Context: an optimization exercise on an open-source flow, tuned for small area and a short achievable clock period. The choices shown serve that exercise and are no tape-out recipe. RTL that was checked went through simulation tests only; none was proved equivalent to the original. For runs 5 and 6, only the layout was checked, not whether the RTL still works. Power and IR drop assume default switching activity.

==> design/flow/design.v <==
`timescale 1ns / 1ps
module D_FF(Clk  , reset, D    , Q);
    input D, Clk, reset;
    output reg Q;
    always @(posedge Clk or negedge reset)
        if (~reset)
            begin
                Q <= 1'b0;
            end 
        else
            begin
                Q <= D;
            end
endmodule 
`timescale 1ns / 1ps
module Register16b(Clk  ,     reset,      In,Out);
    input [15:0] In;
    input Clk, reset;
    output [15:0] Out;
    D_FF     DFF [15:0] (Clk  , reset, In    , Out);
endmodule
`timescale 1ns / 1ps
module Decoder_3to8(E     ,X        ,Z);
    input E;
    input [2:0] X;
    output [7:0] Z;
    and A0(Z[0],E,~X[2],~X[1],~X[0]);
    and A1(Z[1],E,~X[2],~X[1], X[0]);
    and A2(Z[2],E,~X[2], X[1],~X[0]);
    and A3(Z[3],E,~X[2], X[1], X[0]);
    and A4(Z[4],E, X[2],~X[1],~X[0]);
    and A5(Z[5],E, X[2],~X[1], X[0]);
    and A6(Z[6],E, X[2], X[1],~X[0]);
    and A7(Z[7],E, X[2], X[1], X[0]);
endmodule
`timescale 1ns / 1ps
module Decoder_4to16(E,X,Z);
    input E;
    input [3:0] X;
    output [15:0] Z;  
    not(X3not,X[3]);
    and(E1,X3not,E);
    and(E2,X[3],E);
    Decoder_3to8        DEC1        (E1     ,X[2:0]        ,Z[7:0]);
    Decoder_3to8        DEC2        (E2      ,X[2:0]        ,Z[15:8]);
endmodule
`timescale 1ns / 1ps
module Mux16bit_2to1(E     ,   S  , X1   , X0   , Z);
    input E, S;
    input [15:0] X1;
    input [15:0] X0;
    output [15:0] Z;
    wire Snot; 
    wire [15:0] A1;
    wire [15:0] A2; 
    not            n1(Snot,S);
    genvar i_a2;
    generate for (i_a2 = 0; i_a2 <= 15; i_a2 = i_a2 + 1) begin : a2
        and g (A2[i_a2], E, Snot, X0[i_a2]);
    end endgenerate
    genvar i_a1;
    generate for (i_a1 = 0; i_a1 <= 15; i_a1 = i_a1 + 1) begin : a1
        and g (A1[i_a1], E, S, X1[i_a1]);
    end endgenerate
    genvar i_o1;
    generate for (i_o1 = 0; i_o1 <= 15; i_o1 = i_o1 + 1) begin : o1
        or g (Z[i_o1], A1[i_o1], A2[i_o1]);
    end endgenerate
endmodule
`timescale 1ns / 1ps
module Mux16bit_8to1(E     ,   S  , X0,X1,X2,X3,X4,X5,X6,X7, Z);
    input E;
    input [2:0] S;
    input [15:0] X0,X1,X2,X3,X4,X5,X6,X7;
    output [15:0] Z;
    wire [15:0] Z0,Z1, Z2, Z3, Z4,Z5;
    Mux16bit_2to1       MUX4        (E     ,   S[0]  , X1   , X0   , Z0); 
    Mux16bit_2to1       MUX3        (E     ,   S[0]  , X3   , X2   , Z1);
    Mux16bit_2to1       MUX2        (E     ,   S[0]  , X5   , X4   , Z2);     
    Mux16bit_2to1       MUX1        (E     ,   S[0]  , X7   , X6   , Z3);
    Mux16bit_2to1       MUX6        (E     ,   S[1]  , Z1   , Z0   , Z4);
    Mux16bit_2to1       MUX5        (E     ,   S[1]  , Z3   , Z2   , Z5);
    Mux16bit_2to1       MUX7        (E     ,   S[2]  , Z5   , Z4   , Z);        
endmodule
`timescale 1ns / 1ps
module Mux16bit_16to1(E,S,X0,X1,X2,X3,X4,X5,X6,X7,X8,X9,X10,X11,X12,X13,X14,X15,Z);
    input E;
    input [3:0] S;
    input [15:0] X0,X1,X2,X3,X4,X5,X6,X7,X8,X9,X10,X11,X12,X13,X14,X15;
    output [15:0] Z;
    wire [15:0] Z1, Z2;
    Mux16bit_8to1       MUX1        (E,S[2:0],X0,X1,X2,X3,X4,X5,X6,X7,Z1);
    Mux16bit_8to1       MUX2        (E,S[2:0],X8,X9,X10,X11,X12,X13,X14,X15,Z2);
    Mux16bit_2to1       MUX3        (E     ,   S[3]  ,  Z2  , Z1   , Z);    
endmodule
`timescale 1ns / 1ps
module Reg_File16b(A,B,C,Aaddr,Baddr,Caddr,Load,Clear,Clk);
    output [15:0] A,B;
    input [15:0] C;
    input [3:0] Aaddr,Baddr,Caddr;
    input Load,Clear,Clk;
    wire [255:0] In, Out;  
    wire [15:0] Zdec;     
    Register16b         REG0            (Clk  ,Clear      ,In[15:0]     ,Out[15:0]);
    Register16b         REG1            (Clk  ,Clear      ,In[31:16]    ,Out[31:16]);
    Register16b         REG2            (Clk  ,Clear      ,In[47:32]    ,Out[47:32]);
    Register16b         REG3            (Clk  ,Clear      ,In[63:48]    ,Out[63:48]);
    Register16b         REG4            (Clk  ,Clear      ,In[79:64]    ,Out[79:64]);
    Register16b         REG5            (Clk  ,Clear      ,In[95:80]    ,Out[95:80]);
    Register16b         REG6            (Clk  ,Clear      ,In[111:96]   ,Out[111:96]);
    Register16b         REG7            (Clk  ,Clear      ,In[127:112]  ,Out[127:112] );
    Register16b         REG8            (Clk  ,Clear      ,In[143:128]  ,Out[143:128]);
    Register16b         REG9            (Clk  ,Clear      ,In[159:144]  ,Out[159:144]);
    Register16b         REG10           (Clk  ,Clear      ,In[175:160]  ,Out[175:160]);
    Register16b         REG11           (Clk  ,Clear      ,In[191:176]  ,Out[191:176]);
    Register16b         REG12           (Clk  ,Clear      ,In[207:192]  ,Out[207:192]);
    Register16b         REG13           (Clk  ,Clear      ,In[223:208]  ,Out[223:208]);
    Register16b         REG14           (Clk  ,Clear      ,In[239:224]  ,Out[239:224]);
    Register16b         REG15           (Clk  ,Clear      ,In[255:240]  ,Out[255:240]);
    Mux16bit_16to1       MUX1        (1'b1,Aaddr,Out[15:0],Out[31:16],Out[47:32],Out[63:48],Out[79:64],Out[95:80],Out[111:96],Out[127:112],Out[143:128],Out[159:144],Out[175:160],Out[191:176],Out[207:192],Out[223:208],Out[239:224],Out[255:240],A);
    Mux16bit_16to1       MUX2        (1'b1,Baddr,Out[15:0],Out[31:16],Out[47:32],Out[63:48],Out[79:64],Out[95:80],Out[111:96],Out[127:112],Out[143:128],Out[159:144],Out[175:160],Out[191:176],Out[207:192],Out[223:208],Out[239:224],Out[255:240],B);
    Decoder_4to16         DECODER1            (Load     ,Caddr        ,Zdec);
    Mux16bit_2to1          MUX_0                (1'b1      ,Zdec[0]  ,C      , Out[15:0]    , In[15:0]);
    Mux16bit_2to1          MUX_1                (1'b1      ,Zdec[1]  ,C      , Out[31:16]   , In[31:16]);
    Mux16bit_2to1          MUX_2                (1'b1      ,Zdec[2]  ,C      , Out[47:32]   , In[47:32]);
    Mux16bit_2to1          MUX_3                (1'b1      ,Zdec[3]  ,C      , Out[63:48]   , In[63:48]);
    Mux16bit_2to1          MUX_4                (1'b1      ,Zdec[4]  ,C      , Out[79:64]   , In[79:64]);
    Mux16bit_2to1          MUX_5                (1'b1      ,Zdec[5]  ,C      , Out[95:80]   , In[95:80]);
    Mux16bit_2to1          MUX_6                (1'b1      ,Zdec[6]  ,C      , Out[111:96]  , In[111:96]);
    Mux16bit_2to1          MUX_7                (1'b1      ,Zdec[7]  ,C      , Out[127:112] , In[127:112]);
    Mux16bit_2to1          MUX_8                (1'b1      ,Zdec[8]  ,C      , Out[143:128] , In[143:128]);
    Mux16bit_2to1          MUX_9                (1'b1      ,Zdec[9]  ,C      , Out[159:144] , In[159:144]);
    Mux16bit_2to1          MUX_10               (1'b1     ,Zdec[10]  ,C      , Out[175:160] , In[175:160]);
    Mux16bit_2to1          MUX_11               (1'b1     ,Zdec[11]  ,C      , Out[191:176] , In[191:176]);
    Mux16bit_2to1          MUX_12               (1'b1     ,Zdec[12]  ,C      , Out[207:192] , In[207:192]);
    Mux16bit_2to1          MUX_13               (1'b1     ,Zdec[13]  ,C      , Out[223:208] , In[223:208]);
    Mux16bit_2to1          MUX_14               (1'b1     ,Zdec[14]  ,C      , Out[239:224] , In[239:224]);
    Mux16bit_2to1          MUX_15               (1'b1     ,Zdec[15]  ,C      , Out[255:240] , In[255:240]);
endmodule
`timescale 1ns / 1ps
module FullAdder_1Bit(x     ,y     ,Cin    ,Cout    ,s);
    input x,y,Cin;
    output Cout, s;
    wire s1,c1,c2;
    xor(s1,x,y);
    and(c1,x,y);
    xor(s,s1,Cin);
    and(c2,s1,Cin);
    or(Cout,c1,c2);
endmodule
`timescale 1ns / 1ps
module FullAdder2s_16bit(x          , y         ,Cin    ,Cout    , Ov        , s);
    input [15:0] x,y;
    input Cin;
    output [15:0]s;
    output Ov;
    output Cout;
    wire [14:0]c;
    wire [15:0]a;
    xor(a[0], y[0],Cin);
    xor(a[1], y[1],Cin);
    xor(a[2], y[2],Cin);
    xor(a[3], y[3],Cin);
    xor(a[4], y[4],Cin);
    xor(a[5], y[5],Cin);
    xor(a[6], y[6],Cin);
    xor(a[7], y[7],Cin);
    xor(a[8], y[8],Cin);
    xor(a[9], y[9],Cin);
    xor(a[10], y[10],Cin);
    xor(a[11], y[11],Cin);
    xor(a[12], y[12],Cin);
    xor(a[13], y[13],Cin);
    xor(a[14], y[14],Cin);
    xor(a[15], y[15],Cin);
    FullAdder_1Bit f1(x[0] , a[0] , Cin   , c[0]   , s[0]);
    FullAdder_1Bit f2(x[1], a[1], c[0], c[1], s[1]);
    FullAdder_1Bit f3(x[2], a[2], c[1], c[2], s[2]);
    FullAdder_1Bit f4(x[3], a[3], c[2], c[3], s[3]);
    FullAdder_1Bit f5(x[4], a[4], c[3], c[4], s[4]);
    FullAdder_1Bit f6(x[5], a[5], c[4], c[5], s[5]);
    FullAdder_1Bit f7(x[6], a[6], c[5], c[6], s[6]);
    FullAdder_1Bit f8(x[7],a[7], c[6], c[7], s[7]);
    FullAdder_1Bit f9(x[8], a[8], c[7], c[8], s[8]);
    FullAdder_1Bit f10(x[9], a[9], c[8], c[9], s[9]);
    FullAdder_1Bit f11(x[10], a[10], c[9], c[10], s[10]);
    FullAdder_1Bit f12(x[11], a[11], c[10], c[11], s[11]);
    FullAdder_1Bit f13(x[12],a[12], c[11], c[12], s[12]);
    FullAdder_1Bit f14(x[13], a[13], c[12], c[13], s[13]);
    FullAdder_1Bit f15(x[14], a[14], c[13], c[14], s[14]);
    FullAdder_1Bit f16(x[15],a[15], c[14], Cout, s[15]);
    xor(Ov,c[14],Cout);
endmodule
`timescale 1ns / 1ps
module AND_Bitwise(X          ,Y          ,Z);
    input [15:0] X, Y;
    output [15:0] Z;
    genvar i_and1;
    generate for (i_and1 = 0; i_and1 <= 15; i_and1 = i_and1 + 1) begin : and1
        and g (Z[i_and1], X[i_and1], Y[i_and1]);
    end endgenerate
endmodule
`timescale 1ns / 1ps
module OR_Bitwise(X          ,Y          ,Z);
    input [15:0] X, Y;
    output [15:0] Z;
    genvar i_or1;
    generate for (i_or1 = 0; i_or1 <= 15; i_or1 = i_or1 + 1) begin : or1
        or g (Z[i_or1], X[i_or1], Y[i_or1]);
    end endgenerate
endmodule
`timescale 1ns / 1ps
module Lt(X          ,Y          ,Z);
    input [15:0] X,Y;
    output [15:0] Z;
    wire TmpLt, nEq, TmpZ,CoutLt,OvLt;
    wire [15:0] Zeq,ZLt;
    FullAdder2s_16bit       FA_Lt           (X          ,Y          ,1'b1    ,CoutLt     , OvLt        ,ZLt);    
    or(TmpLt,1'b0,ZLt[15]);
    genvar i_AND_16flag;
    generate for (i_AND_16flag = 0; i_AND_16flag <= 15; i_AND_16flag = i_AND_16flag + 1) begin : AND_16flag
        and g (Z[i_AND_16flag], 1'b1, TmpLt);
    end endgenerate
endmodule
`timescale 1ns / 1ps
module BNE(X          ,Y          ,Z1, nEq);
    input [15:0] X,Y;
    output [15:0] Z1;
    output nEq;
    wire Cout, Ov_adders;
    FullAdder2s_16bit       Subtract_2s           (X          ,Y          ,1'b1    , Cout    ,Ov_adders ,Z1);
    or(nEq,Z1[0],Z1[1],Z1[2],Z1[3],Z1[4],Z1[5],Z1[6],Z1[7],Z1[8],Z1[9],Z1[10],Z1[11],Z1[12],Z1[13],Z1[14],Z1[15]);
endmodule
`timescale 1ns / 1ps
module ALU(X          ,Y          ,Out            ,Cout    ,Lt      ,nEq     ,Gt         ,Ov      ,Opcode);
    input [15:0] X,Y;
    input [2:0] Opcode;
    output Cout,Lt,nEq,Gt,Ov;
    output [15:0] Out;
    wire [15:0] Z0,Z1,Z2,Z3,Z4,Z5,Zeq,ZLt;  
    wire C1;  
    wire nSignBit, CoutLt,OvLt, TmpGt, TmpLt;
    wire [1:0] Ov_adders;  
    FullAdder2s_16bit         Add_2s         (X          ,Y          ,1'b0    ,C1      , Ov_adders[0] ,Z0);
    FullAdder2s_16bit       Sub_2s           (X          ,Y          ,1'b1    ,Cout     , Ov_adders[1],Z1);             
    AND_Bitwise             AND_B1          (X          ,Y          ,Z2);
    OR_Bitwise              OR_B1           (X          ,Y          ,Z3);
    Lt                      LT1             (X          ,Y          ,Z4);
    BNE                     BNE1            (X          ,Y          ,Z5, nEq);
    Mux16bit_8to1            MUX1           (1'b1,Opcode,Z0,Z1,Z2,Z3,Z4,Z5,16'b0,16'b0,Out);
endmodule
`timescale 1ns / 1ps
module Mux4bit_2to1(E     ,   S  , X1   , X0   , Z);
    input E, S;
    input [3:0] X1;
    input [3:0] X0;
    output [3:0] Z;
    wire Snot; 
    wire [3:0] A1;
    wire [3:0] A2; 
    not            n1(Snot,S);
    genvar i_a2;
    generate for (i_a2 = 0; i_a2 <= 3; i_a2 = i_a2 + 1) begin : a2
        and g (A2[i_a2], E, Snot, X0[i_a2]);
    end endgenerate
    genvar i_a1;
    generate for (i_a1 = 0; i_a1 <= 3; i_a1 = i_a1 + 1) begin : a1
        and g (A1[i_a1], E, S, X1[i_a1]);
    end endgenerate
    genvar i_o1;
    generate for (i_o1 = 0; i_o1 <= 3; i_o1 = i_o1 + 1) begin : o1
        or g (Z[i_o1], A1[i_o1], A2[i_o1]);
    end endgenerate
endmodule
`timescale 1ns / 1ps
module SignExtend_4to16(Data_In, Data_Out);
    input signed [3:0] Data_In;
    output signed [15:0] Data_Out;
    assign Data_Out = Data_In;
endmodule
`timescale 1ns / 1ps
module ControlUnit4bit(OPCODE, Control);
    input [3:0] OPCODE;
    output reg [10:0] Control;
    always @(*)
    case(OPCODE)
        0 :  Control = 11'b010_0010_0101;
        1 :  Control = 11'b010_0011_0101;
        2 :  Control = 11'b010_0000_0101;
        6 :  Control = 11'b010_0001_0101;
        7 :  Control = 11'b010_0100_0101;
        8 :  Control = 11'b011_0000_1100;
        10 :  Control = 11'b001_1000_1100;
        14 :  Control = 11'b000_0101_1110;
        15 :  Control = 11'b101_0001_1111;
        default : Control = 11'b000_0000_0000;
      endcase
endmodule
`timescale 1ns / 1ps
module DataPath16BitCpu_Clean(Clk,Reset,Restart,Ins,Mem_Out,PC,A,ALU_Out,B,MemWrite);
    input Clk;                           
    input Reset;                         
    input Restart;                       
    input [15:0] Ins;                    
    input [15:0] Mem_Out;                
    output [15:0] PC;                    
    output [15:0] A;                     
    output [15:0] ALU_Out;               
    output [15:0] B;                     
    output MemWrite;                     
    wire [15:0] PC;                          
    wire [3:0] Caddr;                        
    wire [15:0] A, B;                        
    wire [15:0] Offset;                      
    wire [15:0] ALUsrc_Out;                  
    wire [15:0] ALU_Out;                     
    wire [15:0] MemToReg_Out;                
    wire [15:0] PC_PlusONE_Out;              
    wire [15:0] PC_PlusOnePlusOFFSET_Out;    
    wire [15:0] PC_Branch_Out;               
    wire [15:0] PC_Next;                     
    wire [10:0] Control;                     
    assign MemWrite = Control[7];            
    wire BranchSelect;                       
    wire nEq;                                
    wire PlusONE_Cout,PlusONE_Ov,OFFSET_Cout,OFFSET_Ov,ALU_Cout,ALU_Lt,ALU_Gt,ALU_Ov;  
    Register16b             ProgramCounter          (Clk,Restart,PC_Next,PC);
    Mux4bit_2to1            RegDst_MUX   (1'b1,Control[0],Ins[3:0],Ins[7:4],Caddr);
    Reg_File16b             REG_FILE     (A,B,MemToReg_Out,Ins[11:8],Ins[7:4],Caddr,Control[9],Reset,Clk);
    ControlUnit4bit         ControlUnit    (Ins[15:12], Control);
    SignExtend_4to16        SIGN_EXTEND     (Ins[3:0], Offset);
    Mux16bit_2to1           ALUsrc_MUX   (1'b1,Control[8],Offset,B,ALUsrc_Out);
    ALU                     ALU1    (A ,ALUsrc_Out,ALU_Out,ALU_Cout,ALU_Lt ,nEq ,ALU_Gt ,ALU_Ov ,Control[6:4]);
    Mux16bit_2to1           MemToReg_MUX   (1'b1,Control[3],Mem_Out,ALU_Out,MemToReg_Out);
    FullAdder2s_16bit         PC_PlusONE         (PC  , 16'b0000_0000_0000_0001   ,1'b0  ,PlusONE_Cout,PlusONE_Ov , PC_PlusONE_Out);
    FullAdder2s_16bit         PC_OFFSET         (PC_PlusONE_Out  , Offset ,1'b0    ,OFFSET_Cout,OFFSET_Ov , PC_PlusOnePlusOFFSET_Out);
    and(BranchSelect,Control[1],nEq);
    Mux16bit_2to1           Branch_MUX   (1'b1,BranchSelect,PC_PlusOnePlusOFFSET_Out,PC_PlusONE_Out,PC_Branch_Out);
    Mux16bit_2to1           Jump_MUX   (1'b1,Control[10],Ins,PC_Branch_Out,PC_Next);
endmodule
==> design/flow/run.sh <==
#!/bin/bash
# synth_recipe.tcl (not shown) runs the flow's synth.tcl, then flattens the netlist and writes it again
# the make line also repeats each setting of config.mk as NAME=value (left out here)
make -C /OpenROAD-flow-scripts/flow DESIGN_CONFIG=/design/flow/config.mk WORK_HOME=/design/flow/orfs CLKGATE_MAP_FILE= SYNTH_SCRIPT=/design/flow/synth_recipe.tcl finish
==> design/flow/config.mk <==
export PLATFORM = sky130hd
export DESIGN_NAME = DataPath16BitCpu_Clean
export DESIGN_NICKNAME = DataPath16BitCpu_Clean
export VERILOG_FILES = /design/flow/design.v
export SDC_FILE = /design/flow/constraint.sdc
export NUM_CORES = 4
export LEC_CHECK = 0
export CAP_MARGIN = 20
export CORE_MARGIN = 2
export CORE_UTILIZATION = 40
export PLACE_DENSITY = 0.6
export SLEW_MARGIN = 20
==> design/flow/constraint.sdc <==
create_clock -name core_clock -period 14.0 [get_ports {Clk}]
set_input_delay 2.8000 -clock core_clock [delete_from_list [all_inputs] [get_ports {Clk}]]
set_output_delay 2.8000 -clock core_clock [all_outputs]
set_load 0.01 [all_outputs]
==> out/qor.txt, run 1 <==
status: timing/DRC/antenna clean
Via density: 5.76
Worst Setup Path Type: in -> out
M1 WL: 23.0 mm
RSZ-0062 raised after global routing: false
initial core utilization: 0.404
async set or reset register ratio after synthesis: 1.00
DRT Wirelength: 50.7 mm
Worst setup EP type: primary output
Clock Path Buffers: 3
Arrival @ worst endpoint: 10.91 ns
Mapped Cells: 1,317
power per cell area: 227 nW/um^2
max_cap viols: 0
clock root cell: clkbuf_16
Synth area leaders: dfrtp_1, mux4_2, mux2_2
dpl hpwl: 34.9 mm
yosys warns: 5
critical path required time: 11.20 ns
Sw Ratio: 0.377
metal3 WL: 2.71 mm
leakage power: 8.91 nW
Max FO, Critical Path: 8
first-pass GRT wire length: 79.2 mm
fin nets: 1,530
H-tree depth: 1
unique cell type count in the Yosys netlist: 68
Seq pwr share: 0.304
core area: 45,200 sq um
1st-pass router iterations: 6
Final period util: 0.979
antenna violations before repair: 1
Syn Nets: 1,442
Die Area: 47,400 sq um
layout cell share with drive strength beyond 1: 0.432
pre-CTS setup slack: -0.667 ns
worst rel slew slack: 0.285
post-synth top area share: 0.373
register area: 6810 sq um
DR WL met2: 23.9 mm
Seq cells post-synth: 272
die width: 218 um
switching power: 1.79 mW
TritonCTS Buffers: 29
register area share after synthesis: 0.373
DR iter-0 viols: 868
total congestion overflow: 0
Internal: 2.96 mW
Gate power share: 0.541
Finish-stage setup viols: 0
Hold Vio Cnt, Final: 0
clock slew at reported path FFs: 0.06 ns
port bufs: 99
wire per inst: 25.0 um
Worst-Skew Late Latency: 0.56 ns
Total Power: 4.75 mW
# IOs: 100
Placer Congestion: 0.923
EDFF count, synth: 0
Yosys top cell by area: dfrtp_1
Area growth, synth to finish: 14.8%
DRC violations left: 0
PnR worst setup slack: 0.291 ns
number of routed nets with antenna violations: 0
vias in the first global route: 12,400
routed via count: 11,700
Clk pwr share: 0.154
Min Clock Period, post-route: 13.71 ns
CTS tree: built
maximum VDD drop: 0.137 mV
worst min-delay path class: reg -> reg
uppermost layer routed: met4
GRT Total Usage: 0.220
clock skew: 0.0173 ns
row count: 78
Worst Setup Start Kind: input pin
Max Slew Vio Count: 0
fillers: 3,952
# hold bufs at CTS: 0
worst-margin pin slew: 1.07 ns
Synth Flop Type: dfrtp_1
Die Height: 218 um
fmax: 72.9 MHz
Hold Slack: 0.512 ns
multi-input gate area in the final layout: 10,500 sq um
Mapped Avg Cell Area: 13.9 sq um
synthesized area: 18,300 sq um
largest net degree at the start of global routing: 113
clock tree sinks: 272
-- cell usage in the layout, fill, tap and decap left out, types with 4 or more instances in the layout --
| master | count |
|---|---|
| o21a_1 | 17 |
| o22ai_1 | 13 |
| nor2_1 | 39 |
| clkbuf_16 | 29 |
| inv_1 | 59 |
| clkbuf_1 | 6 |
| a221oi_1 | 6 |
| dlygate4sd2_1 | 8 |
| buf_4 | 100 |
| nor3_4 | 8 |
| o21ai_0 | 35 |
| clkdlybuf4s50_1 | 76 |
| dfrtp_1 | 272 |
| mux2_1 | 34 |
| fa_1 | 26 |
| nor2b_1 | 6 |
| nand3_1 | 12 |
| ha_1 | 48 |
| mux2_2 | 176 |
| a32oi_2 | 4 |
| mux2_4 | 72 |
| o311ai_0 | 10 |
| clkinv_2 | 7 |
| a2bb2oi_1 | 6 |
| nand3_4 | 4 |
| buf_2 | 5 |
| and3b_1 | 6 |
| nor3_1 | 4 |
| a21oi_2 | 5 |
| a21oi_1 | 36 |
| fa_2 | 16 |
| mux2i_1 | 18 |
| nand2_1 | 35 |
| mux4_2 | 144 |
| clkdlybuf4s15_2 | 7 |
| and3_1 | 6 |
-- cell families (layout without fill, tap and decap cells) --
logic type / Yosys count / after routing / share of synthesized area
other cells: 0 / 1 / 0
fa+ha+maj: 90 / 90 / 0.0789
xor+xnor: 5 / 5 / 0.00281
mux: 447 / 447 / 0.380
simple gates: 139 / 139 / 0.0455
buf+inv: 204 / 311 / 0.0604
compound gates: 160 / 160 / 0.0597
flops: 272 / 272 / 0.373
-- routing by layer --
metal / global-route usage / up-vias
met3: 0.0294 / 63
met1: 0.319 / 6194
li1: - / 5071
met2: 0.354 / 335
met4: 0.0498 / 0
met5: 0 / -
-- path summary, 6_finish.rpt --
path,startpoint,end,slack (ns),depth (start not counted)
min in group asynchronous,Reset,async pin,2.28,1
hold reg to reg,flop,flop,0.51,1
hold / removal,flop,flop,0.51,1
setup / recovery,Ins[8],ALU_Out[14],0.29,23
max in group asynchronous,Reset,async pin,10.17,2
setup reg to reg,flop,ProgramCounter.DFF[0].Q$_DFF_PN0_,4.90,26
-- critical path, stage by stage --
cell,delay (ns)
buf_4,0.19
mux4_2,0.53
mux4_2,0.52
ha_1,0.23
fa_1,0.45
fa_2,0.39
fa_2,0.37
fa_2,0.38
fa_2,0.39
fa_1,0.42
fa_1,0.43
fa_2,0.39
fa_1,0.44
fa_1,0.44
fa_2,0.39
fa_2,0.39
fa_2,0.38
fa_1,0.54
inv_1,0.06
o22ai_1,0.20
a221oi_2,0.11
a21oi_2,0.22
clkdlybuf4s15_2,0.25
-- synth_stat cells (7+ instances only) --
cell type	instances
dfrtp_1	272
o21a_1	17
nand3_1	12
inv_1	59
a221oi_1	7
fa_1	42
nor3_4	8
nand2_1	35
mux2_2	176
o311ai_0	10
ha_1	48
mux4_2	144
mux2_4	72
mux2i_1	18
buf_6	13
buf_1	10
mux2_1	34
nor2_1	40
o22ai_1	13
a21oi_1	41
buf_2	24
clkbuf_1	46
buf_4	38
o21ai_0	37
clkbuf_2	9
-- area by class of cell --
type | count | share of cell area
sequential | 272 | 0.325
timing repair buffer | 202 | 0.0844
multi-input combinational | 841 | 0.502
clock inverter | 12 | 0.00466
inverter | 59 | 0.0106
clock buffer | 38 | 0.0377
antenna | 1 | 0.000119
tap | 600 | 0.0358
-- timing repair --
item / in CTS / in global routing
endpoints found under the setup margin: 16 / 16
setup buffers: 0 / 1
endpoints found under the hold margin: 0 / 0
pin swaps: 5 / 3
gates resized for setup: 50 / 11
-- stage by stage --
| stage | utilization | std cells | area [sq um] | setup TNS [ns] |
|---|---|---|---|---|
| after global placement | 0.441 | 1973 | 19900 | -7.87 |
| after CTS | 0.463 | 2023 | 20900 | 0 |
| after global routing | 0.464 | 2025 | 21000 | 0 |
| after floorplan | - | 1317 | 18300 | -0.0106 |
| after detailed placement | 0.441 | 1973 | 19900 | -9.02 |
| final | 0.464 | 2025 | 21000 | 0 |
-- power by group through the flow --
stage	sequential (mW)	combinational, mW	clock (mW)
6_report	1.45	2.57	0.734
5_1_grt	1.50	2.79	0.786
4_1_cts	1.44	2.55	0.748
3_5_place_dp	1.45	2.53	0
3_3_place_gp	1.44	2.48	0
2_1_floorplan	1.34	1.76	0
==> run 2: changes to the inputs <==
==> design/flow/design.v (replaced) <==
`timescale 1ns / 1ps
module DataPath16BitCpu_Clean(Clk,Reset,Restart,Ins,Mem_Out,PC,A,ALU_Out,B,MemWrite);
    input Clk;                           
    input Reset;                         
    input Restart;                       
    input [15:0] Ins;                    
    input [15:0] Mem_Out;                
    output [15:0] PC;                    
    output [15:0] A;                     
    output [15:0] ALU_Out;               
    output [15:0] B;                     
    output MemWrite;                     
    wire [3:0] op = Ins[15:12];
    wire [3:0] rs = Ins[11:8];
    wire [3:0] rt = Ins[7:4];
    wire [3:0] rd = Ins[3:0];
    wire [15:0] off = {{12{Ins[3]}}, Ins[3:0]};
    wire is_lw  = (op == 4'd8);
    wire is_sw  = (op == 4'd10);
    wire is_bne = (op == 4'd14);
    wire is_jmp = (op == 4'd15);
    wire is_r   = (op == 4'd0) | (op == 4'd1) | (op == 4'd2) | (op == 4'd6) | (op == 4'd7);
    wire we     = is_r | is_lw;
    wire [3:0] wa = op[3] ? rt : rd;     
    wire use_off = op[3] & ~op[2];       
    wire sub     = op[2];                
    assign MemWrite = is_sw;
    wire [15:0] C;                       
    wire [255:0] Rf;
    reg  [15:0] V;                       
    genvar i;
    generate
        for (i = 0; i < 16; i = i + 1) begin : rf
            reg [15:0] q;
            always @(posedge Clk)
                if (we && wa == i) q <= C;
            assign Rf[i*16 +: 16] = q;
        end
    endgenerate
    always @(posedge Clk or negedge Reset)
        if (~Reset) V <= 16'd0;
        else if (we) V <= V | (16'd1 << wa);
    assign A = Rf[rs*16 +: 16] & {16{V[rs]}};
    assign B = Rf[rt*16 +: 16] & {16{V[rt]}};
    wire [15:0] Y = use_off ? off : (B ^ {16{sub}});
    wire [15:0] sum = A + Y + {15'd0, sub};
    assign ALU_Out = sum;
    reg [15:0] res;
    always @(*)
        case (op[2:0])
            3'd0: res = A & B;
            3'd1: res = A | B;
            3'd7: res = {16{sum[15]}};
            default: res = sum;          
        endcase
    assign C = op[3] ? Mem_Out : res;
    reg [15:0] PCr;
    wire ne = |sum;                      
    wire [15:0] inc = (is_bne & ne) ? off + 16'd1 : 16'd1;
    wire [15:0] PC_Next = is_jmp ? Ins : PCr + inc;
    always @(posedge Clk or negedge Restart)
        if (~Restart) PCr <= 16'd0;
        else PCr <= PC_Next;
    assign PC = PCr;
endmodule
--- a/design/flow/config.mk
+++ b/design/flow/config.mk
@@ -7,2 +7,3 @@
 export LEC_CHECK = 0
+export ABC_CLOCK_PERIOD_IN_PS = 2500
 export CAP_MARGIN = 20
@@ -11,2 +12,3 @@
 export PLACE_DENSITY = 0.6
+export SETUP_SLACK_MARGIN = 5
 export SLEW_MARGIN = 20
==> run 2 against run 1 <==
Area after synthesis shrank 14%. Count of clock-buffer cells in the layout shrank 6. Global-route usage increased by 1.3 points. Clock skew increased by 0.0023 ns. Non-clock buffer count rose by 15. Clock power rose by 9.9%. First-iteration DRC count grew 27%. Maximum frequency increased by 47%. Combinational power decreased by 53%. Critical endpoint unchanged.
==> out/qor.txt, run 2 <==
status: timing/DRC/antenna clean
register area share after synthesis: 0.538
RSZ-0062 raised after global routing: true
max_cap viols: 0
count leader, synth: edfxtp_1
setup TNS: 0 ns
Finish-stage setup viols: 0
post-synth top area share: 0.487
initial core utilization: 0.406
fmax: 107 MHz
Max FO, Critical Path: 6
Largest register FFs: 256
ANT cells: 0
Area growth, synth to finish: 27.5%
1st-pass router iterations: 5
DRT Wirelength: 48.2 mm
unique cell type count in the Yosys netlist: 72
Seq cells post-synth: 288
registers with the most flip-flops: rf.q: 256 flops, PCr: 16 flops, V: 16 flops
fin nets: 1,267
fillers: 3,139
Arrival @ worst endpoint: 6.53 ns
Yosys top cell by area: edfxtp_1
Reg2Reg Setup Slack: 7.04 ns
DR iter-0 viols: 1,103
Worst Setup Path Type: in -> out
GRT Total Usage: 0.233
Clk pwr share: 0.260
clock skew: 0.0196 ns
maximum VDD drop: 0.0857 mV
Gate power share: 0.393
FF-to-FF Start: V[7]$_DFFE_PN0P_
row count: 72
Placer Congestion: 0.959
Worst-Skew Late Latency: 0.58 ns
most common cell after layout, fill and taps aside: edfxtp_1
Hold Vio Cnt, Final: 0
Synth area leaders: edfxtp_1, mux4_2, dfrtp_1
Max Slew Vio Count: 0
critical path required time: 11.20 ns
Layout Cells excl Fill: 1,740
Final Util: 0.518
vias in the first global route: 10,600
total congestion overflow: 0
Synth Flop Type: edfxtp_1
clock slew at reported path FFs: 0.06 ns
worst-margin pin slew: 0.978 ns
Seq pwr share: 0.347
# IOs: 100
routed via count: 10,800
Clock Path Buffers: 3
Mapped Avg Cell Area: 15.5 sq um
layout cell share with drive strength beyond 1: 0.394
largest net degree at the start of global routing: 67
pre-CTS setup slack: 2.90 ns
antenna violations before repair: 1
Min Clock Period, post-route: 9.33 ns
Total Power: 3.10 mW
synthesized area: 15,800 sq um
leakage power: 6.89 nW
clock root cell: clkbuf_16
die width: 203 um
port bufs: 99
Post-Layout Inst Area: 20,100 sq um
EDFF count, synth: 256
H-tree depth: 1
dpl hpwl: 28.4 mm
CTS tree: built
Worst setup EP type: primary output
core area: 38,800 sq um
Die Area: 41,100 sq um
switching power: 0.995 mW
WHS Endpoint: V[6]$_DFFE_PN0P_
Most flops, register: rf.q
Mapped Cells: 1,019
Worst Setup Start Kind: input pin
PnR worst setup slack: 4.67 ns
Syn Nets: 1,087
Sw Ratio: 0.321
min-delay src: V[6]$_DFFE_PN0P_
Via density: 6.18
async set or reset register ratio after synthesis: 0.111
hold path cells: 1
Final period util: 0.666
first-pass GRT wire length: 70.8 mm
TritonCTS Buffers: 30
commonest cells in the netlist: edfxtp_1, mux4_2, nor2_1
Internal: 2.10 mW
Die Height: 203 um
worst min-delay path class: reg -> reg
DP Area: 17,500 sq um
Hold Slack: 0.479 ns
dpl cells: 1,595
yosys warns: 1
most frequent cells in the layout: edfxtp_1, mux4_2, buf_4, clkdlybuf4s50_1, nand2_1
clock tree sinks: 288
number of routed nets with antenna violations: 0
wire per inst: 27.7 um
RR Endpoint: PCr[14]$_DFF_PN0_
power per cell area: 154 nW/um^2
DRC violations left: 0
worst rel slew slack: 0.347
r2r worst-path depth: 34
-- run 2: cell count changes in the layout (fill, tap and decap cells not counted), sizes merged, moves of 13 or more --
cell    before  now
mux2       282    4
edfxtp       0  256
dfrtp      272   32
fa          42    3
inv         61   23
and2         3   34
mux4       144  168
buf        111  131
mux2i       21    1
ha          48   30
nor2        40   58
or2          1   18
maj3         0   16
nor3        13   26
-- run 2: critical path, stage by stage --
cell and delay [ns]:
buf_16 0.11, mux4_2 0.50, mux4_2 0.50, buf_12 0.16, and2_4 0.16, mux2_4 0.26
o21ai_2 0.13, fa_2 0.24, inv_2 0.05, fa_2 0.37, a21o_4 0.25, a221o_1 0.36
a31oi_2 0.19, or4b_4 0.16, nand4_1 0.11, buf_2 0.17
-- run 2: per-layer routing --
metal / part of all wire / track usage
met2: 0.47 / 0.368
met3: 0.098 / 0.0417
met5: 0 / 0
met1: 0.41 / 0.341
met4: 0.020 / 0.0487
-- run 2: how the worst max path moves through the flow --
stage | start | end | depth (start not counted)
finish | Ins[4] | ALU_Out[14] | 16
floorplan | Ins[4] | ALU_Out[14] | 17
global placement | Ins[4] | ALU_Out[10] | 15
CTS | Ins[4] | ALU_Out[10] | 15
global route | Ins[4] | ALU_Out[14] | 16
detailed placement | Ins[4] | ALU_Out[10] | 15
-- run 2: power groups by stage --
| stage | registers [mW] | logic [mW] | clock network, mW |
|---|---|---|---|
| after floorplan | 1.09 | 0.545 | 0 |
| after global placement | 1.09 | 0.927 | 0 |
| after detailed placement | 1.09 | 0.930 | 0 |
| after CTS | 1.07 | 1.11 | 0.817 |
| after global routing | 1.08 | 1.29 | 0.849 |
| final | 1.07 | 1.22 | 0.807 |
-- run 2: area by class of cell --
type,instances,area [sq um],area share
Multi-Input combinational cell,640,7580,0.377
Inverter,22,85.1,0.00423
Tap cell,518,648,0.0322
Sequential cell,288,8490,0.422
Clock inverter,23,228,0.0113
Clock buffer,32,758,0.0377
Timing Repair Buffer,217,2330,0.116
-- run 2: kinds of logic (layout without fill, tap and decap cells) --
logic type / count (synthesis) / in the layout / synth area share
AOI/OAI and AO/OA: 160 / 160 / 0.0672
DFF: 288 / 288 / 0.538
buffers and inverters: 91 / 294 / 0.0238
muxes: 173 / 173 / 0.243
xor gates and xnor gates: 20 / 20 / 0.0125
adders and majority gates: 49 / 49 / 0.0377
and+or+nand+nor: 238 / 238 / 0.0775
-- run 2: repair_timing --
| item | 4_1_cts | 5_1_grt |
|---|---|---|
| resized for setup | 144 | 69 |
| setup buffers | 65 | 15 |
| setup endpoints to repair | 30 | 23 |
| gates cloned | 8 | 2 |
| pin swaps | 44 | 32 |
| hold buffers | 0 | 0 |
==> run 3: changes to the inputs <==
--- a/design/flow/config.mk
+++ b/design/flow/config.mk
@@ -7,3 +7,2 @@
 export LEC_CHECK = 0
-export ABC_CLOCK_PERIOD_IN_PS = 2500
 export CAP_MARGIN = 20
==> run 3 against run 2 <==
Still clean. Count of clock-buffer cells in the layout stayed put. Clock skew unchanged. Clock power hardly changed. Maximum frequency is the same. Non-clock buffer count unchanged. Core utilization did not move.
==> out/qor.txt, run 3 <==
async set or reset register ratio after synthesis: 0.111
pre-CTS setup slack: 2.90 ns
worst rel slew slack: 0.347
Placer Congestion: 0.959
count leader, synth: edfxtp_1
CTS tree: built
fillers: 3,139
worst-margin pin slew: 0.978 ns
status: timing/DRC/antenna clean
Final period util: 0.666
Yosys top cell by area: edfxtp_1
DRT Wirelength: 48.2 mm
GRT Total Usage: 0.233
port bufs: 99
1st-pass router iterations: 5
Worst setup EP type: primary output
total congestion overflow: 0
layout cell share with drive strength beyond 1: 0.394
power per cell area: 154 nW/um^2
Arrival @ worst endpoint: 6.53 ns
Hold Vio Cnt, Final: 0
setup TNS: 0 ns
maximum VDD drop: 0.0857 mV
Reg2Reg Setup Slack: 7.04 ns
number of routed nets with antenna violations: 0
Largest register FFs: 256
Total Power: 3.10 mW
ANT cells: 0
Worst Setup Path Type: in -> out
Max FO, Critical Path: 6
most common cell after layout, fill and taps aside: edfxtp_1
Finish-stage setup viols: 0
clock skew: 0.0196 ns
DR iter-0 viols: 1,103
Clock Path Buffers: 3
fin nets: 1,267
most frequent cells in the layout: edfxtp_1, mux4_2, buf_4, clkdlybuf4s50_1, nand2_1
register area share after synthesis: 0.538
fmax: 107 MHz
Most flops, register: rf.q
antenna violations before repair: 1
Mapped Cells: 1,019
post-synth top area share: 0.487
critical path required time: 11.20 ns
Max Slew Vio Count: 0
Syn Nets: 1,087
vias in the first global route: 10,600
core area: 38,800 sq um
EDFF count, synth: 256
wire per inst: 27.7 um
Worst-Skew Late Latency: 0.58 ns
PnR worst setup slack: 4.67 ns
yosys warns: 1
routed via count: 10,800
unique cell type count in the Yosys netlist: 72
Mapped Avg Cell Area: 15.5 sq um
Area growth, synth to finish: 27.5%
initial core utilization: 0.406
Via density: 6.18
leakage power: 6.89 nW
worst min-delay path class: reg -> reg
largest net degree at the start of global routing: 67
Min Clock Period, post-route: 9.33 ns
TritonCTS Buffers: 30
registers with the most flip-flops: rf.q: 256 flops, PCr: 16 flops, V: 16 flops
Synth Flop Type: edfxtp_1
clock slew at reported path FFs: 0.06 ns
DRC violations left: 0
clock root cell: clkbuf_16
clock tree sinks: 288
Synth area leaders: edfxtp_1, mux4_2, dfrtp_1
RSZ-0062 raised after global routing: true
Die Height: 203 um
max_cap viols: 0
Worst Setup Start Kind: input pin
H-tree depth: 1
Seq cells post-synth: 288
Hold Slack: 0.479 ns
die width: 203 um
# IOs: 100
dpl hpwl: 28.4 mm
synthesized area: 15,800 sq um
Die Area: 41,100 sq um
commonest cells in the netlist: edfxtp_1, mux4_2, nor2_1
first-pass GRT wire length: 70.8 mm
row count: 72
==> run 3: cell counts in the layout (fill, tap and decap cells not counted) <==
Identical to the previous run, type by type.
==> run 3: report_power, final <==
group / total [mW] / internal (mW) / switching [mW]
logic: 1.22 / 0.595 / 0.621
clock network: 0.807 / 0.465 / 0.342
registers: 1.07 / 1.04 / 0.0327
==> run 3: kinds of logic after synthesis <==
kind of cell | share of synthesized area
compound gates | 0.0672
xor+xnor | 0.0125
fa+ha+maj | 0.0377
buf+inv | 0.0238
flops | 0.538
mux | 0.243
simple gates | 0.0775
==> run 3: final timing paths <==
check	from	end	cells after the start
setup / recovery	Ins[4]	ALU_Out[14]	16
hold / removal	V[6]$_DFFE_PN0P_	V[6]$_DFFE_PN0P_	1
setup reg to reg	V[7]$_DFFE_PN0P_	PCr[14]$_DFF_PN0_	34
hold reg to reg	V[6]$_DFFE_PN0P_	V[6]$_DFFE_PN0P_	1
max in group asynchronous	Restart	PCr[11]$_DFF_PN0_	1
min in group asynchronous	Reset	V[1]$_DFFE_PN0P_	1
==> run 3: metrics by stage <==
stage / std cells / cell area (sq um) / util
after global placement: 1595 / 17500 / 0.450
after CTS: 1723 / 19700 / 0.507
after global routing: 1740 / 20100 / 0.518
after detailed placement: 1595 / 17500 / 0.450
final: 1740 / 20100 / 0.518
after floorplan: 1019 / 15900 / -
==> run 3: cell type report <==
cell class,instances,area [sq um],share of cell area
well taps,518,648,0.0322
multi-input cells,640,7580,0.377
clock inverters,23,228,0.0113
clock buffers,32,758,0.0377
inverters,22,85.1,0.00423
repair buffers,217,2330,0.116
flip-flops and latches,288,8490,0.422
==> run 3: repair_timing <==
action	in CTS	in global routing
endpoints found under the setup margin	30	23
gates resized for setup	144	69
buffers inserted	65	15
hold endpoints to repair	0	0
hold buffers	0	0
gates cloned	8	2
pin swaps	44	32
==> run 3: per-layer routing <==
metal  global-route usage  wire length [um]  vias up
met5                    0                 0        -
met4               0.0487               982        0
met3               0.0417              4710       79
met2                0.368             22700      562
met1                0.341             19800     5569
li1                     -                 -     4541
==> run 3: critical path, stage by stage <==
cell	delay, ns
buf_16	0.11
mux4_2	0.50
mux4_2	0.50
buf_12	0.16
and2_4	0.16
mux2_4	0.26
o21ai_2	0.13
fa_2	0.24
inv_2	0.05
fa_2	0.37
a21o_4	0.25
a221o_1	0.36
a31oi_2	0.19
or4b_4	0.16
nand4_1	0.11
buf_2	0.17
==> run 4: changes to the inputs <==
--- a/design/flow/config.mk
+++ b/design/flow/config.mk
@@ -11,3 +11,2 @@
 export PLACE_DENSITY = 0.6
-export SETUP_SLACK_MARGIN = 5
 export SLEW_MARGIN = 20
==> run 4 against run 3 <==
Critical path type unchanged. Non-clock buffer count fell by 93. Sequential power about the same. Global-route usage fell by 0.98 points. Count of clock-buffer cells in the layout rose by 10. Clock power fell by 5.8%.
==> out/qor.txt, run 4 <==
worst-margin pin slew: 1.03 ns
Finish-stage setup viols: 0
Worst Setup Start Kind: input pin
FF-to-FF Start: V[15]$_DFFE_PN0P_
# hold bufs at CTS: 0
Arrival @ worst endpoint: 8.51 ns
yosys warns: 1
Yosys top cell by area: edfxtp_1
Mapped Cells: 1,019
registers with the most flip-flops: rf.q: 256 flops, PCr: 16 flops, V: 16 flops
DP Area: 17,400 sq um
Min Clock Period, post-route: 11.31 ns
clock tree sinks: 288
critical path required time: 11.20 ns
H-tree depth: 1
CTS tree: built
antenna violations before repair: 2
unique cell type count in the Yosys netlist: 72
async set or reset register ratio after synthesis: 0.111
largest net degree at the start of global routing: 47
1st-pass router iterations: 5
metal3 WL: 4.10 mm
multi-input gate area in the final layout: 7040 sq um
Worst-Skew Late Latency: 0.57 ns
routed via count: 10,100
crit path capture: ALU_Out[10]
first-pass GRT wire length: 67.9 mm
cts repair resizes: 0
clock skew: 0.0147 ns
clock slew at reported path FFs: 0.06 ns
initial core utilization: 0.406
DR WL met2: 20.8 mm
Die Area: 41,100 sq um
fmax: 88.5 MHz
most frequent cells in the layout: edfxtp_1, mux4_2, clkdlybuf4s50_1, nand2_1, nor2_1
Clock Path Buffers: 3
Max FO, Critical Path: 40
RR Endpoint: PCr[13]$_DFF_PN0_
Reg2Reg Setup Slack: 5.96 ns
Via density: 6.12
die width: 203 um
power per cell area: 150 nW/um^2
Worst Setup SP: Ins[4]
port bufs: 99
Post-Layout Inst Area: 18,300 sq um
register area share after synthesis: 0.538
# IOs: 100
most common cell after layout, fill and taps aside: edfxtp_1
Post-CTS Setup Inserts: 0
dpl hpwl: 28.1 mm
max_cap viols: 0
Final Util: 0.472
core area: 38,800 sq um
vias in the first global route: 10,400
Final period util: 0.808
dpl cells: 1,592
M1 WL: 18.9 mm
Synth area leaders: edfxtp_1, mux4_2, dfrtp_1
TritonCTS Buffers: 31
RSZ-0062 raised after global routing: false
fin nets: 1,175
row count: 72
r2r worst-path depth: 24
setup TNS: 0 ns
wire per inst: 27.3 um
Hold Vio Cnt, Final: 0
DRC violations left: 0
leakage power: 6.07 nW
fillers: 3,332
Seq cells post-synth: 288
worst min-delay path class: reg -> reg
status: timing/DRC/antenna clean
Max Slew Vio Count: 0
DR iter-0 viols: 921
Die Height: 203 um
count leader, synth: edfxtp_1
Placer Congestion: 0.940
clock root cell: clkbuf_16
maximum VDD drop: 0.0893 mV
Largest register FFs: 256
DRT Wirelength: 45.1 mm
total congestion overflow: 0
Syn Nets: 1,087
number of routed nets with antenna violations: 0
register area: 8490 sq um
Worst setup EP type: primary output
Most flops, register: rf.q
Synth Flop Type: edfxtp_1
Worst Setup Path Type: in -> out
EDFF count, synth: 256
synthesized area: 15,800 sq um
worst rel slew slack: 0.311
commonest cells in the netlist: edfxtp_1, mux4_2, nor2_1
ANT cells: 0
layout cell share with drive strength beyond 1: 0.257
uppermost layer routed: met5
Mapped Avg Cell Area: 15.5 sq um
GRT Total Usage: 0.223
Layout Cells excl Fill: 1,649
post-synth top area share: 0.487
Area growth, synth to finish: 16.2%
run 4: logic make-up (layout without fill, tap and decap cells):
family | after synthesis | count (layout) | synth area share
AND/OR/NAND/NOR | 238 | 238 | 0.0775
adder cells (fa/ha/maj) | 49 | 49 | 0.0377
AO/OA/AOI/OAI | 160 | 160 | 0.0672
multiplexers | 173 | 173 | 0.243
XOR/XNOR | 20 | 20 | 0.0125
buffers and inverters | 91 | 203 | 0.0238
flip-flops | 288 | 288 | 0.538
run 4: worst min-delay path by stage:
stage	depth (start not counted)	slack (ns)	startpoint	to
after CTS	1	0.48	V[10]$_DFFE_PN0P_	V[10]$_DFFE_PN0P_
after global placement	1	0.48	V[9]$_DFFE_PN0P_	V[9]$_DFFE_PN0P_
after global routing	1	0.50	V[10]$_DFFE_PN0P_	V[10]$_DFFE_PN0P_
final	1	0.48	V[6]$_DFFE_PN0P_	V[6]$_DFFE_PN0P_
after detailed placement	1	0.47	V[10]$_DFFE_PN0P_	V[10]$_DFFE_PN0P_
after floorplan	1	0.45	V[10]$_DFFE_PN0P_	V[10]$_DFFE_PN0P_
run 4: critical path, stage by stage:
cell,delay (ns)
buf_4,0.61
mux4_2,0.60
mux4_2,0.71
and2_1,0.29
mux2_2,0.27
o21ai_0,0.20
fa_1,0.24
inv_1,0.07
fa_1,0.46
a21o_1,0.22
a221oi_1,0.54
a21oi_1,0.20
o311ai_0,0.61
clkdlybuf4s50_1,0.65
run 4: layout make-up:
cell class / count / area share
timing repair buffer: 124 / 0.0630
inverter: 22 / 0.00450
multi-input combinational: 640 / 0.384
clock buffer: 42 / 0.0456
sequential: 288 / 0.463
clock inverter: 15 / 0.00477
tap: 518 / 0.0353
run 4: power breakdown:
| group | total [mW] | leakage, nW | internal, mW | switching [mW] |
|---|---|---|---|---|
| clock | 0.760 | 0.446 | 0.419 | 0.341 |
| combinational | 0.922 | 2.96 | 0.412 | 0.510 |
| sequential | 1.07 | 2.66 | 1.04 | 0.0296 |
run 4: per-layer routing:
metal / up-vias / GRT usage
met5: - / 0
met4: 2 / 0.0623
met3: 61 / 0.0478
met2: 459 / 0.354
met1: 5237 / 0.313
li1: 4328 / -
run 4: through the flow:
stage	hold slack, ns	power (mW)	setup WS [ns]
after floorplan	0.452	1.62	3.53
after global placement	0.476	1.99	2.75
after detailed placement	0.468	2.00	2.67
after CTS	0.483	2.76	2.66
after global routing	0.505	2.88	2.26
final	0.485	2.75	2.69
==> run 5: changes to the inputs <==
--- a/design/flow/design.v
+++ b/design/flow/design.v
@@ -24,3 +24,2 @@
     wire [3:0] wa = op[3] ? rt : rd;     
-    wire use_off = op[3] & ~op[2];       
     wire sub     = op[2];                
@@ -42,7 +41,26 @@
         else if (we) V <= V | (16'd1 << wa);
-    assign A = Rf[rs*16 +: 16] & {16{V[rs]}};
-    assign B = Rf[rt*16 +: 16] & {16{V[rt]}};
-    wire [15:0] Y = use_off ? off : (B ^ {16{sub}});
-    wire [15:0] sum = A + Y + {15'd0, sub};
-    assign ALU_Out = sum;
+    wire [15:0] sA, sB;
+    generate
+        for (i = 0; i < 16; i = i + 1) begin : dec
+            assign sA[i] = (rs == i) & V[i];
+            assign sB[i] = (rt == i) & V[i];
+        end
+    endgenerate
+    RdMux16 rdA (.s(sA), .d(Rf), .y(A));
+    RdMux16 rdB (.s(sB), .d(Rf), .y(B));
+    wire [4:0] lo = {1'b0, A[3:0]} + {1'b0, Ins[3:0]};
+    wire c4 = lo[4];
+    wire incr = c4 & ~Ins[3];
+    wire decr = ~c4 & Ins[3];
+    wire [15:4] ones, zeros;             
+    assign ones[4] = 1'b1;
+    assign zeros[4] = 1'b1;
+    generate
+        for (i = 5; i < 16; i = i + 1) begin : pfx
+            assign ones[i]  = &A[i-1:4];
+            assign zeros[i] = ~|A[i-1:4];
+        end
+    endgenerate
+    assign ALU_Out = {A[15:4] ^ (({12{incr}} & ones) | ({12{decr}} & zeros)), lo[3:0]};
+    wire [15:0] sum = A + (B ^ {16{sub}}) + {15'd0, sub};
     reg [15:0] res;
@@ -65 +83,16 @@
 endmodule
+module RdMux16(s, d, y);
+    input [15:0] s;
+    input [255:0] d;
+    output [15:0] y;
+    genvar b, k;
+    generate
+        for (b = 0; b < 16; b = b + 1) begin : bit_
+            wire [7:0] p;
+            for (k = 0; k < 8; k = k + 1) begin : pair
+                assign p[k] = (s[2*k] & d[(2*k)*16 + b]) | (s[2*k+1] & d[(2*k+1)*16 + b]);
+            end
+            assign y[b] = (p[0] | p[1] | p[2] | p[3]) | (p[4] | p[5] | p[6] | p[7]);
+        end
+    endgenerate
+endmodule
--- a/design/flow/config.mk
+++ b/design/flow/config.mk
@@ -11,2 +11,3 @@
 export PLACE_DENSITY = 0.6
+export SETUP_SLACK_MARGIN = 5
 export SLEW_MARGIN = 20
==> run 5 against run 4 <==
Combinational power rose by 2.9%. Die area fell by 1.3%. Total power rose by 4.1%. Global-route usage rose by 9.0 points. Synthesized cell count rose by 38%. Core utilization rose by 6.0 points. Largest power group unchanged.
==> out/qor.txt, run 5 <==
status: timing/DRC/antenna clean
ANT cells: 0
number of routed nets with antenna violations: 0
worst-margin pin slew: 1.06 ns
CTS tree: built
Placer Congestion: 1.05
RR Endpoint: PCr[14]$_DFF_PN0_
register area share after synthesis: 0.545
synthesized area: 15,600 sq um
count leader, synth: edfxtp_1
post-synth top area share: 0.494
Final period util: 0.682
Synth Flop Type: edfxtp_1
Synth area leaders: edfxtp_1, a22oi_1, dfrtp_1
Hold Vio Cnt, Final: 0
Clk pwr share: 0.275
largest net degree at the start of global routing: 35
critical path required time: 11.20 ns
# IOs: 100
die width: 201 um
fin nets: 1,721
dpl hpwl: 40.0 mm
r2r worst-path depth: 34
registers with the most flip-flops: rf.q: 256 flops, PCr: 16 flops, V: 16 flops
Crit path largest cell delay: 0.58 ns
H-tree depth: 1
commonest cells in the netlist: edfxtp_1, a22oi_1, nand2_1
Internal: 1.91 mW
Seq pwr share: 0.394
worst rel slew slack: 0.289
# hold bufs at CTS: 0
core area: 38,600 sq um
clock slew at reported path FFs: 0.06 ns
row count: 72
Mapped Cells: 1,407
RSZ-0062 raised after global routing: true
1st-pass router iterations: 7
Worst Setup Start Kind: input pin
leakage power: 7.87 nW
worst path cell trace: bufbuf_16 -> buf_4 -> nor4bb_4 -> and2_4 -> a22oi_2 -> nand2_1 -> or4_4 -> fa_2 -> a21o_1 -> a21o_1 -> inv_1 -> ha_2 -> and2_4 -> or4b_4 -> nor3_4 -> nand3_2 -> nor3_2 -> mux2i_1 -> xnor2_1 -> buf_2
Gate power share: 0.331
met2 usage: 0.470
Worst Setup Path Type: in -> out
vias in the first global route: 13,600
Most flops, register: rf.q
Arrival @ worst endpoint: 6.74 ns
routed via count: 14,300
FF-to-FF Start: V[2]$_DFFE_PN0P_
fmax: 105 MHz
first-pass GRT wire length: 93.2 mm
port bufs: 99
Seq cells post-synth: 288
Via density: 6.56
most frequent cells in the layout: edfxtp_1, a22oi_1, buf_4, nand2_1, clkdlybuf4s50_1
Max FO, Critical Path: 6
met1 global-route usage: 0.419
power per cell area: 140 nW/um^2
unique cell type count in the Yosys netlist: 84
setup TNS: 0 ns
wire per inst: 30.0 um
initial core utilization: 0.404
Worst-Skew Late Latency: 0.58 ns
antenna violations before repair: 0
switching power: 0.954 mW
clock tree sinks: 288
Largest delay share family, worst path: simple AND/OR/NAND/NOR gates
Top Usage Layer GRT: met2
Die Height: 201 um
DR iter-0 viols: 1,840
TritonCTS Buffers: 29
EDFF count, synth: 256
clock skew: 0.0153 ns
most common cell after layout, fill and taps aside: edfxtp_1
hold path cells: 2
fillers: 3,319
crit path max-delay cell type: or4_4
Hold Slack: 0.695 ns
Bufs and invs on worst path: 4
worst min-delay path class: reg -> reg
Die Area: 40,500 sq um
Mapped Avg Cell Area: 11.1 sq um
Area growth, synth to finish: 31.8%
Clock Path Buffers: 3
Finish-stage setup viols: 0
max_cap viols: 0
Sw Ratio: 0.333
GRT Total Usage: 0.313
layout cell share with drive strength beyond 1: 0.263
DRT Wirelength: 65.5 mm
maximum VDD drop: 0.0976 mV
total congestion overflow: 0
async set or reset register ratio after synthesis: 0.111
yosys warns: 1
Syn Nets: 1,481
Min Clock Period, post-route: 9.54 ns
min-delay src: PCr[0]$_DFF_PN0_
Reg2Reg Setup Slack: 6.54 ns
Max Slew Vio Count: 0
Largest register FFs: 256
Total Power: 2.87 mW
WHS Endpoint: PCr[0]$_DFF_PN0_
Yosys top cell by area: edfxtp_1
GR Layer Usage met3: 0.0849
DRC violations left: 0
clock root cell: clkbuf_16
Worst setup EP type: primary output
## run 5: layout make-up
cell class | instances | area [sq um] | share of cell area
flip-flops and latches | 288 | 8490 | 0.414
multi-input cells | 982 | 7370 | 0.359
repair buffers | 298 | 2880 | 0.140
clock buffers | 33 | 741 | 0.0361
well taps | 518 | 648 | 0.0316
clock inverters | 19 | 214 | 0.0104
inverters | 48 | 183 | 0.00890
## run 5: power groups by stage
stage	registers, mW	clock network [mW]	logic [mW]
2_1_floorplan	1.09	0	0.492
3_3_place_gp	1.14	0	0.805
3_5_place_dp	1.14	0	0.809
4_1_cts	1.12	0.794	0.891
5_1_grt	1.13	0.826	1.00
6_report	1.13	0.788	0.949
## run 5: what timing repair did
| item | 4_1_cts | 5_1_grt |
|---|---|---|
| pin swaps | 57 | 21 |
| gates cloned | 6 | 2 |
| endpoints found under the setup margin | 230 | 18 |
| setup buffers | 121 | 38 |
| resized for setup | 260 | 32 |
## run 5: how the worst max path moves through the flow
stage	from	end	cells after the start	slack, ns
after floorplan	Ins[9]	ALU_Out[15]	19	4.51
after global placement	Ins[8]	ALU_Out[15]	19	2.17
after detailed placement	Ins[10]	ALU_Out[15]	19	2.12
after CTS	Ins[10]	ALU_Out[15]	19	4.48
after global routing	Ins[10]	ALU_Out[15]	20	4.31
final	Ins[10]	ALU_Out[15]	20	4.46
## run 5: metrics by stage
stage           util  setup slack, ns  area (sq um)  cells
2_1_floorplan      -             4.51         15800   1407
3_3_place_gp   0.449             2.17         17300   1967
3_5_place_dp   0.449             2.12         17300   1967
4_1_cts        0.520             4.48         20000   2146
5_1_grt        0.532             4.31         20500   2186
6_report       0.532             4.46         20500   2186
## run 5: cell families after synthesis
family / share of synthesized area
AO/OA/AOI/OAI: 0.171
XOR/XNOR: 0.0301
adder cells (fa/ha/maj): 0.0411
buffers and inverters: 0.0347
flip-flops: 0.545
multiplexers: 0.00667
AND/OR/NAND/NOR: 0.171
## run 5: worst reg2reg max path: cells and delay by family (launching register included)
family,cells,cell delay (ns)
AOI/OAI and AO/OA,15,2.93
xor gates and xnor gates,2,0.27
adders and majority gates,3,0.95
buffers and inverters,3,0.29
DFF,1,0.60
and+or+nand+nor,11,2.30
## run 5: metal layers
layer  routed length [um]  up-vias
met4                 4150        0
met2                27800     1270
li1                     -     5945
met1                24800     6814
met5                    0        -
met3                 8660      310
==> run 6: changes to the inputs <==
--- a/design/flow/config.mk
+++ b/design/flow/config.mk
@@ -7,2 +7,3 @@
 export LEC_CHECK = 0
+export ABC_AREA = 1
 export CAP_MARGIN = 20
==> run 6 against run 5 <==
Combinational power fell by 25%. Largest cell class unchanged. Via count up 0.39%. Critical path type unchanged. First-iteration DRC count is 12% lower.
==> out/qor.txt, run 6 <==
DR iter-0 viols: 1,614
Hold Vio Cnt, Final: 0
Worst Setup Path Type: in -> out
ANT cells: 0
port bufs: 99
number of routed nets with antenna violations: 0
worst rel slew slack: 0.235
critical path required time: 11.20 ns
first-pass GRT wire length: 93.6 mm
Mapped Cells: 1,674
Max Slew Vio Count: 0
fin nets: 1,928
clock root cell: clkbuf_16
row count: 72
worst min-delay path class: reg -> reg
max_cap viols: 0
# hold bufs at CTS: 0
maximum VDD drop: 0.0881 mV
async set or reset register ratio after synthesis: 0.111
Worst-Skew Late Latency: 0.58 ns
Placer Congestion: 1.00
Max FO, Critical Path: 10
RSZ-0062 raised after global routing: true
DRC violations left: 0
post-synth top area share: 0.492
clock skew: 0.0132 ns
GRT Total Usage: 0.317
Min Clock Period, post-route: 9.01 ns
die width: 202 um
clock tree sinks: 288
Synth area leaders: edfxtp_1, nand2_1, inv_1
Via density: 6.02
min-delay src: V[14]$_DFFE_PN0P_
Mapped Avg Cell Area: 9.33 sq um
Clock Path Buffers: 3
synthesized area: 15,600 sq um
Die Area: 40,700 sq um
most frequent cells in the layout: nand2_1, edfxtp_1, inv_1, nor2_1
worst-margin pin slew: 1.15 ns
Largest register FFs: 256
wire per inst: 27.5 um
total congestion overflow: 0
power per cell area: 136 nW/um^2
most common cell after layout, fill and taps aside: nand2_1
yosys warns: 1
TritonCTS Buffers: 31
fmax: 111 MHz
routed via count: 14,400
Syn Nets: 1,748
Worst Setup SP: Ins[9]
Finish-stage setup viols: 0
commonest cells in the netlist: nand2_1, edfxtp_1, inv_1
Die Height: 202 um
FF-to-FF Start: V[12]$_DFFE_PN0P_
Post-Layout Inst Area: 19,500 sq um
register area share after synthesis: 0.543
Most flops, register: rf.q
count leader, synth: nand2_1
# IOs: 100
DRT Wirelength: 65.7 mm
clock slew at reported path FFs: 0.06 ns
largest net degree at the start of global routing: 28
DP Area: 17,400 sq um
registers with the most flip-flops: rf.q: 256 flops, PCr: 16 flops, V: 16 flops
CTS tree: built
setup TNS: 0 ns
antenna violations before repair: 3
leakage power: 8.01 nW
status: timing/DRC/antenna clean
dpl hpwl: 43.1 mm
H-tree depth: 1
layout cell share with drive strength beyond 1: 0.152
Seq cells post-synth: 288
Area growth, synth to finish: 24.7%
Yosys top cell by area: edfxtp_1
1st-pass router iterations: 7
Worst Setup Start Kind: input pin
Arrival @ worst endpoint: 6.21 ns
Reg2Reg Setup Slack: 7.49 ns
Synth Flop Type: edfxtp_1
core area: 38,600 sq um
Worst setup EP type: primary output
unique cell type count in the Yosys netlist: 53
fillers: 3,562
initial core utilization: 0.405
vias in the first global route: 13,900
Final period util: 0.644
EDFF count, synth: 256
[run 6: final timing paths]
| check | endpoint | cells past startpoint |
|---|---|---|
| hold reg to reg | V[14]$_DFFE_PN0P_ | 2 |
| setup reg to reg | PCr[14]$_DFF_PN0_ | 41 |
| max in group asynchronous | V[13]$_DFFE_PN0P_ | 1 |
| setup / recovery | ALU_Out[7] | 18 |
| min in group asynchronous | PCr[1]$_DFF_PN0_ | 1 |
| hold / removal | V[14]$_DFFE_PN0P_ | 2 |
[run 6: worst max-delay path, stage by stage]
cell and delay (ns):
clkbuf_4 0.19, nand2_4 0.09, nor2_2 0.38, nand2_4 0.21, inv_4 0.29, a22oi_1 0.11, nand3_1 0.16, nor4_4 0.08
inv_2 0.14, ha_4 0.15, a21o_1 0.16, a31oi_4 0.05, inv_1 0.10, ha_4 0.18, nand3_1 0.10, o21ai_0 0.23
xor2_1 0.18, clkdlybuf4s50_1 0.56
[run 6: per-stage QoR]
| step | util | instances | hold WS [ns] | setup slack (ns) | power (mW) |
|---|---|---|---|---|---|
| finish | 0.505 | 2392 | 0.486 | 4.99 | 2.66 |
| global route | 0.505 | 2392 | 0.519 | 4.90 | 2.75 |
| CTS | 0.496 | 2370 | 0.493 | 5.01 | 2.62 |
| detailed placement | 0.451 | 2281 | 0.478 | 3.42 | 1.73 |
| global placement | 0.451 | 2281 | 0.469 | 3.52 | 1.73 |
| floorplan | - | 1674 | 0.440 | 5.75 | 1.43 |
[run 6: cells by family (layout without fill, tap and decap cells)]
logic type               Yosys count  in the layout  synth area share
AND/OR/NAND/NOR                  678            678             0.194
AO/OA/AOI/OAI                    335            335             0.136
buffers and inverters            294            494            0.0724
flip-flops                       288            288             0.543
XOR/XNOR                          40             40            0.0224
adder cells (fa/ha/maj)           39             39            0.0327
[run 6: layout make-up]
| type | instances | area [sq um] | area share |
|---|---|---|---|
| clock buffer | 34 | 787 | 0.0404 |
| inverter | 265 | 1060 | 0.0546 |
| tap | 518 | 648 | 0.0333 |
| timing repair buffer | 176 | 1620 | 0.0832 |
| sequential | 288 | 8490 | 0.436 |
| clock inverter | 19 | 280 | 0.0144 |
| multi-input combinational | 1092 | 6590 | 0.338 |
[run 6: report_power, final]
group / total [mW] / leakage [nW] / switching [mW] / internal [mW]
clock: 0.878 / 0.510 / 0.348 / 0.531
combinational: 0.715 / 4.83 / 0.453 / 0.262
sequential: 1.06 / 2.67 / 0.0381 / 1.03
total: 2.66 / 8.01 / 0.839 / 1.82
[run 6: metal layers]
metal / part of all wire / track usage / vias to the layer above
li1: - / - / 6244
met1: 0.37 / 0.403 / 6780
met2: 0.43 / 0.488 / 1097
met3: 0.13 / 0.0888 / 272
met4: 0.066 / 0.181 / 2
met5: 0.00014 / 0 / -
[run 6: what timing repair did]
| action | in CTS | in global routing |
|---|---|---|
| endpoints found under the setup margin | 40 | 20 |
| pin swaps | 6 | 13 |
| gates resized for setup | 115 | 58 |
| buffers inserted | 36 | 21 |

## afterwards: timing with drivers on the ports
In the flow no input, the clock included, has a driving cell. The finished layouts below were timed again as built, in two steps. Step 1 (the two cells are an assumption about what drives the block):
set clk [get_ports {Clk}]
set_driving_cell -lib_cell sky130_fd_sc_hd__clkbuf_16 $clk
set_driving_cell -lib_cell sky130_fd_sc_hd__buf_2 [delete_from_list [all_inputs] $clk]
Step 2 also shifts input and output timing later by t, the mid clock arrival at the registers, as if the neighbouring blocks saw the same clock. a / b / c = ideal ports / drivers / drivers and shift; a / b = the first two.
| run | shift t [ns] | setup WS [ns] | hold slack, ns | latest minus earliest clock arrival (ns) | cell pins on the clock port's net |
|---|---|---|---|---|---|
| run 1 | 0.615 | 0.291 / 0.202 / 0.202 | 0.512 / 0.512 / 0.512 | 0.017 / 0.017 | 1 |
| run 2 | 0.621 | 4.673 / 4.436 / 4.249 | 0.479 / 0.479 / 0.479 | 0.020 / 0.020 | 1 |
| run 3 | 0.621 | 4.673 / 4.436 / 4.249 | 0.479 / 0.479 / 0.479 | 0.020 / 0.020 | 1 |
| run 4 | 0.617 | 2.694 / 2.664 / 2.664 | 0.485 / 0.485 / 0.485 | 0.015 / 0.015 | 1 |
| run 5 | 0.635 | 4.456 / 4.250 / 3.885 | 0.695 / 0.695 / 0.695 | 0.015 / 0.015 | 1 |
| run 6 | 0.633 | 4.990 / 4.920 / 4.749 | 0.486 / 0.486 / 0.486 | 0.013 / 0.013 | 1 |
After both steps every run listed still meets setup and hold. For run 5, which loses most, drivers alone change the setup slack by -0.206 ns; drivers and shift together by -0.571 ns.
